Source: an optimization exercise on an open RTL-to-GDS flow (aim: small area). Production flows keep margins and buffers that such runs may drop.
Only simulation tests tie the RTL to the original design; equivalence was not proved.

==> inputs of run A <==
==> flow/design.v <==
`timescale 1ns/100ps
module conv(
           input Aclk,
           input rst,
           input [7:0] Xin,
           input [7:0] Kin,
           output [7:0] Rout,
           output result_done
       );
reg [3:0] cnt;           
always @(posedge Aclk)
    if (rst) cnt <= 4'd0;
    else if (cnt != 4'd15) cnt <= cnt + 4'd1;
assign result_done = cnt[3] & (cnt[2] | cnt[1]);    
reg [7:0] kr0, kr1, kr2, kr3;
wire [7:0] kin_m = (cnt[3:2] == 2'b00) ? Kin : kr3;
always @(posedge Aclk) begin
    kr0 <= kin_m; kr1 <= kr0; kr2 <= kr1; kr3 <= kr2;
end
reg [7:0] d1, d2;
always @(posedge Aclk) begin
    d1 <= Xin; d2 <= d1;
end
reg xs_in, xs_d1, xs_d2, ys_in, ys_d1, ys_d2;
always @(*) begin
    xs_in = (cnt == 4'd3) | (cnt == 4'd4);
    xs_d2 = (cnt == 4'd5) | (cnt == 4'd6);
    xs_d1 = (cnt == 4'd1) | (cnt == 4'd2) | (cnt == 4'd7) | (cnt == 4'd8);
    ys_in = (cnt == 4'd4) | (cnt == 4'd5);
    ys_d2 = (cnt == 4'd6) | (cnt == 4'd7);
    ys_d1 = (cnt == 4'd2) | (cnt == 4'd3) | (cnt == 4'd8) | (cnt == 4'd9);
end
wire [7:0] px = ({8{xs_in}} & Xin) | ({8{xs_d1}} & d1) | ({8{xs_d2}} & d2);
wire [7:0] py = ({8{ys_in}} & Xin) | ({8{ys_d1}} & d1) | ({8{ys_d2}} & d2);
wire clrx = (cnt == 4'd1) | (cnt == 4'd5);
wire accx_on = (cnt == 4'd2) | (cnt == 4'd3) | (cnt == 4'd4) |
               (cnt == 4'd6) | (cnt == 4'd7) | (cnt == 4'd8);
wire hx_on = cnt[3] & cnt[0];                  
wire hy_on = cnt[3] & ~cnt[0] & (cnt[2] | cnt[1]);   
wire clry = (cnt == 4'd2) | (cnt == 4'd6);
reg [7:0] accx, accy, hx, hy;
wire [7:0] nx, ny;
wire [7:0] ax = ({8{accx_on}} & accx) | ({8{hx_on}} & hx) | ({8{hy_on}} & hy);
mac8 mx(.p(px), .k(kr0), .a(ax), .y(nx));
mac8 my(.p(py), .k(kr1), .a(clry ? 8'd0 : accy), .y(ny));
always @(posedge Aclk) begin
    accx <= nx;
    accy <= ny;
    if (~cnt[1] & cnt[0]) hx <= accx;    
    if (cnt[1] & ~cnt[0]) hy <= accy;    
end
assign Rout = {8{result_done}} & accx;
endmodule
module mac8(input [7:0] p, input [7:0] k, input [7:0] a, output [7:0] y);
wire pp00 = p[0] & k[0];
wire pp01 = p[0] & k[1];
wire pp02 = p[0] & k[2];
wire pp03 = p[0] & k[3];
wire pp04 = p[0] & k[4];
wire pp05 = p[0] & k[5];
wire pp06 = p[0] & k[6];
wire pp07 = p[0] & k[7];
wire pp10 = p[1] & k[0];
wire pp11 = p[1] & k[1];
wire pp12 = p[1] & k[2];
wire pp13 = p[1] & k[3];
wire pp14 = p[1] & k[4];
wire pp15 = p[1] & k[5];
wire pp16 = p[1] & k[6];
wire pp20 = p[2] & k[0];
wire pp21 = p[2] & k[1];
wire pp22 = p[2] & k[2];
wire pp23 = p[2] & k[3];
wire pp24 = p[2] & k[4];
wire pp25 = p[2] & k[5];
wire pp30 = p[3] & k[0];
wire pp31 = p[3] & k[1];
wire pp32 = p[3] & k[2];
wire pp33 = p[3] & k[3];
wire pp34 = p[3] & k[4];
wire pp40 = p[4] & k[0];
wire pp41 = p[4] & k[1];
wire pp42 = p[4] & k[2];
wire pp43 = p[4] & k[3];
wire pp50 = p[5] & k[0];
wire pp51 = p[5] & k[1];
wire pp52 = p[5] & k[2];
wire pp60 = p[6] & k[0];
wire pp61 = p[6] & k[1];
wire pp70 = p[7] & k[0];
wire t1 = a[0] ^ pp00;
wire t2 = a[0] & pp00;
assign y[0] = t1;
wire t3 = a[1] ^ pp01 ^ pp10;
wire t4 = (a[1] & pp01) | (pp10 & (a[1] ^ pp01));
wire t5 = t2 ^ t3;
wire t6 = t2 & t3;
assign y[1] = t5;
wire t7 = a[2] ^ pp02 ^ pp11;
wire t8 = (a[2] & pp02) | (pp11 & (a[2] ^ pp02));
wire t9 = pp20 ^ t4 ^ t6;
wire t10 = (pp20 & t4) | (t6 & (pp20 ^ t4));
wire t11 = t7 ^ t9;
wire t12 = t7 & t9;
assign y[2] = t11;
wire t13 = a[3] ^ pp03 ^ pp12;
wire t14 = (a[3] & pp03) | (pp12 & (a[3] ^ pp03));
wire t15 = pp21 ^ pp30 ^ t8;
wire t16 = (pp21 & pp30) | (t8 & (pp21 ^ pp30));
wire t17 = t10 ^ t12 ^ t13;
wire t18 = (t10 & t12) | (t13 & (t10 ^ t12));
wire t19 = t15 ^ t17;
wire t20 = t15 & t17;
assign y[3] = t19;
wire t21 = a[4] ^ pp04 ^ pp13;
wire t22 = (a[4] & pp04) | (pp13 & (a[4] ^ pp04));
wire t23 = pp22 ^ pp31 ^ pp40;
wire t24 = (pp22 & pp31) | (pp40 & (pp22 ^ pp31));
wire t25 = t14 ^ t16 ^ t18;
wire t26 = (t14 & t16) | (t18 & (t14 ^ t16));
wire t27 = t20 ^ t21 ^ t23;
wire t28 = (t20 & t21) | (t23 & (t20 ^ t21));
wire t29 = t25 ^ t27;
wire t30 = t25 & t27;
assign y[4] = t29;
wire t31 = a[5] ^ pp05 ^ pp14;
wire t32 = (a[5] & pp05) | (pp14 & (a[5] ^ pp05));
wire t33 = pp23 ^ pp32 ^ pp41;
wire t34 = (pp23 & pp32) | (pp41 & (pp23 ^ pp32));
wire t35 = pp50 ^ t22 ^ t24;
wire t36 = (pp50 & t22) | (t24 & (pp50 ^ t22));
wire t37 = t26 ^ t28 ^ t30;
wire t38 = (t26 & t28) | (t30 & (t26 ^ t28));
wire t39 = t31 ^ t33 ^ t35;
wire t40 = (t31 & t33) | (t35 & (t31 ^ t33));
wire t41 = t37 ^ t39;
wire t42 = t37 & t39;
assign y[5] = t41;
wire t43 = a[6] ^ pp06 ^ pp15;
wire t44 = (a[6] & pp06) | (pp15 & (a[6] ^ pp06));
wire t45 = pp24 ^ pp33 ^ pp42;
wire t46 = (pp24 & pp33) | (pp42 & (pp24 ^ pp33));
wire t47 = pp51 ^ pp60 ^ t32;
wire t48 = (pp51 & pp60) | (t32 & (pp51 ^ pp60));
wire t49 = t34 ^ t36 ^ t38;
wire t50 = (t34 & t36) | (t38 & (t34 ^ t36));
wire t51 = t40 ^ t42 ^ t43;
wire t52 = (t40 & t42) | (t43 & (t40 ^ t42));
wire t53 = t45 ^ t47 ^ t49;
wire t54 = (t45 & t47) | (t49 & (t45 ^ t47));
wire t55 = t51 ^ t53;
wire t56 = t51 & t53;
assign y[6] = t55;
assign y[7] = a[7] ^ pp07 ^ pp16 ^ pp25 ^ pp34 ^ pp43 ^ pp52 ^ pp61 ^ pp70 ^ t44 ^ t46 ^ t48 ^ t50 ^ t52 ^ t54 ^ t56;
endmodule
==> flow/run.sh <==
#!/bin/bash
# synth_recipe.tcl (not shown) runs the flow's synth.tcl, then flattens the netlist and writes it again
# the make line also repeats each setting of config.mk as NAME=value (left out here)
make -C /OpenROAD-flow-scripts/flow DESIGN_CONFIG=/design/flow/config.mk WORK_HOME=/design/flow/orfs CLKGATE_MAP_FILE= SYNTH_SCRIPT=/design/flow/synth_recipe.tcl finish
==> flow/config.mk <==
export PLATFORM = sky130hd
export DESIGN_NAME = conv
export DESIGN_NICKNAME = conv
export VERILOG_FILES = /design/flow/design.v
export SDC_FILE = /design/flow/constraint.sdc
export NUM_CORES = 4
export LEC_CHECK = 0
export CAP_MARGIN = 20
export CORE_MARGIN = 2
export CORE_UTILIZATION = 40
export CTS_BUF_LIST = sky130_fd_sc_hd__clkbuf_8
export SLEW_MARGIN = 20
==> flow/constraint.sdc <==
create_clock -name core_clock -period 10.0 [get_ports {Aclk}]
set_input_delay 2.0000 -clock core_clock [delete_from_list [all_inputs] [get_ports {Aclk}]]
set_output_delay 2.0000 -clock core_clock [all_outputs]
set_load 0.01 [all_outputs]
==> run B: changes against run A <==
==> flow/flow/run.sh (new file) <==
#!/bin/bash
# The standard layout (standard.sh) with these changes:
#  - synthesis skips the quick ABC pass inside Yosys's fine stage, so that
#    extract_fa sees the adder trees as written, and maps the rest with
#    flow/area.script (see flow/mysynth.tcl); the registers are unchanged;
#  - port buffers are the smallest buffer cell;
#  - the clock tree uses clkbuf_8 leaves, a clkbuf_8 root and no dummy loads.
set -euo pipefail
export OWN_WORK="$PWD"
export OWN_ABC_SCRIPT="$PWD/flow/area.script"
export SYNTH_ARGS="-noabc"
export BUFFER_PORTS_ARGS="-buffer_cell sky130_fd_sc_hd__buf_1"
export CTS_ARGS="-sink_clustering_enable -repair_clock_nets -buf_list sky130_fd_sc_hd__clkbuf_8 -root_buf sky130_fd_sc_hd__clkbuf_8 -dont_use_dummy_load"
sed "s|SYNTH_SCRIPT=[^ ]*|SYNTH_SCRIPT=$PWD/flow/mysynth.tcl|" standard.sh > own_standard.sh
grep -q "SYNTH_SCRIPT=$PWD/flow/mysynth.tcl" own_standard.sh
bash own_standard.sh > standard.log 2>&1
==> flow/flow/area.script (new file) <==
&get -n
&st
&dch
&nf -R 1000
&put
topo
dnsize -c
==> flow/flow/mysynth.tcl (new file) <==
# The standard flow's synthesis script (synth_recipe.tcl), with ABC's final mapping run
# from flow/area.script: area-recovering mapping without the speed script's
# buffering and upsizing (the clock period leaves ample slack).
proc abc {args} {
  set i [lsearch -exact $args -script]
  if { $i >= 0 } { lset args [expr {$i + 1}] $::env(OWN_ABC_SCRIPT) }
  yosys abc {*}$args
}
source $::env(OWN_WORK)/synth_recipe.tcl
==> flow/standard.sh (new file) <==
#!/bin/bash
# synth_recipe.tcl (not shown) runs the flow's synth.tcl, then flattens the netlist and writes it again
# the make line also repeats each setting of config.mk as NAME=value (left out here)
make -C /OpenROAD-flow-scripts/flow DESIGN_CONFIG=/design/flow/config.mk WORK_HOME=/design/flow/orfs CLKGATE_MAP_FILE= SYNTH_SCRIPT=/design/flow/synth_recipe.tcl "${@:-finish}"
- CORE_UTILIZATION: 40 -> 70
- CTS_BUF_LIST: sky130_fd_sc_hd__clkbuf_8 -> not set
removed: flow/run.sh
==> qor summary <==
Detailed Place HPWL: run A 7.575 mm; run B 7.233 mm
Result of the run: run A finished clean; run B finished clean
Total number of vias: run A 2994; run B 2758
Number of different library cells in the post-synthesis netlist: run A 50; run B 22
Worst reg-to-reg setup slack: run A 1.78 ns; run B 2.26 ns
Net count after synthesis: run A 482; run B 456
Tightest hold margin: run A 0.3310 ns; run B 0.3114 ns
Total number of tap cells: run A 143; run B 75
Finished Layout Cells: run A 579; run B 485
Met1 track demand over resource in global routing: run A 22.50%; run B 39.67%
Met2 wire len: run A 4.624 mm; run B 4.662 mm
WP data required: run A 10.24 ns; run B 10.27 ns
Origin of the worst min-delay path: run A kr2[4]; run B kr2[0]
Xor/xnor share of the synthesized area: run A 6.514%; run B 6.651%

-- separate check: timing with driven ports --
In the flow no input, the clock included, has a driving cell. The finished layouts below were timed again as built, in two steps.
Step 1 sets driving cells, clkbuf_16 on the clock port and buf_2 on the other inputs (assumed; they add their load-dependent delay and slew).
Step 2 moves the port delays by t, midway between the first and last clock arrival at a register: inputs arrive t later, outputs are due t later. That takes back most of the time a late clock gives input paths.
Three values: no drivers, after step 1, after step 2; two values: the first two.
| run | t (ns) | setup WS [ns] | cell pins on the clock port's net |
|---|---|---|---|
| run A | 0.396 | 1.365 / 1.378 / 0.982 | 1 |
| run B | 0.368 | 2.257 / 2.257 / 2.066 | 1 |
After both steps every run listed still meets setup and hold. The setup slack of run A, which loses most, moves by +0.013 ns with the drivers and by -0.383 ns with both steps.
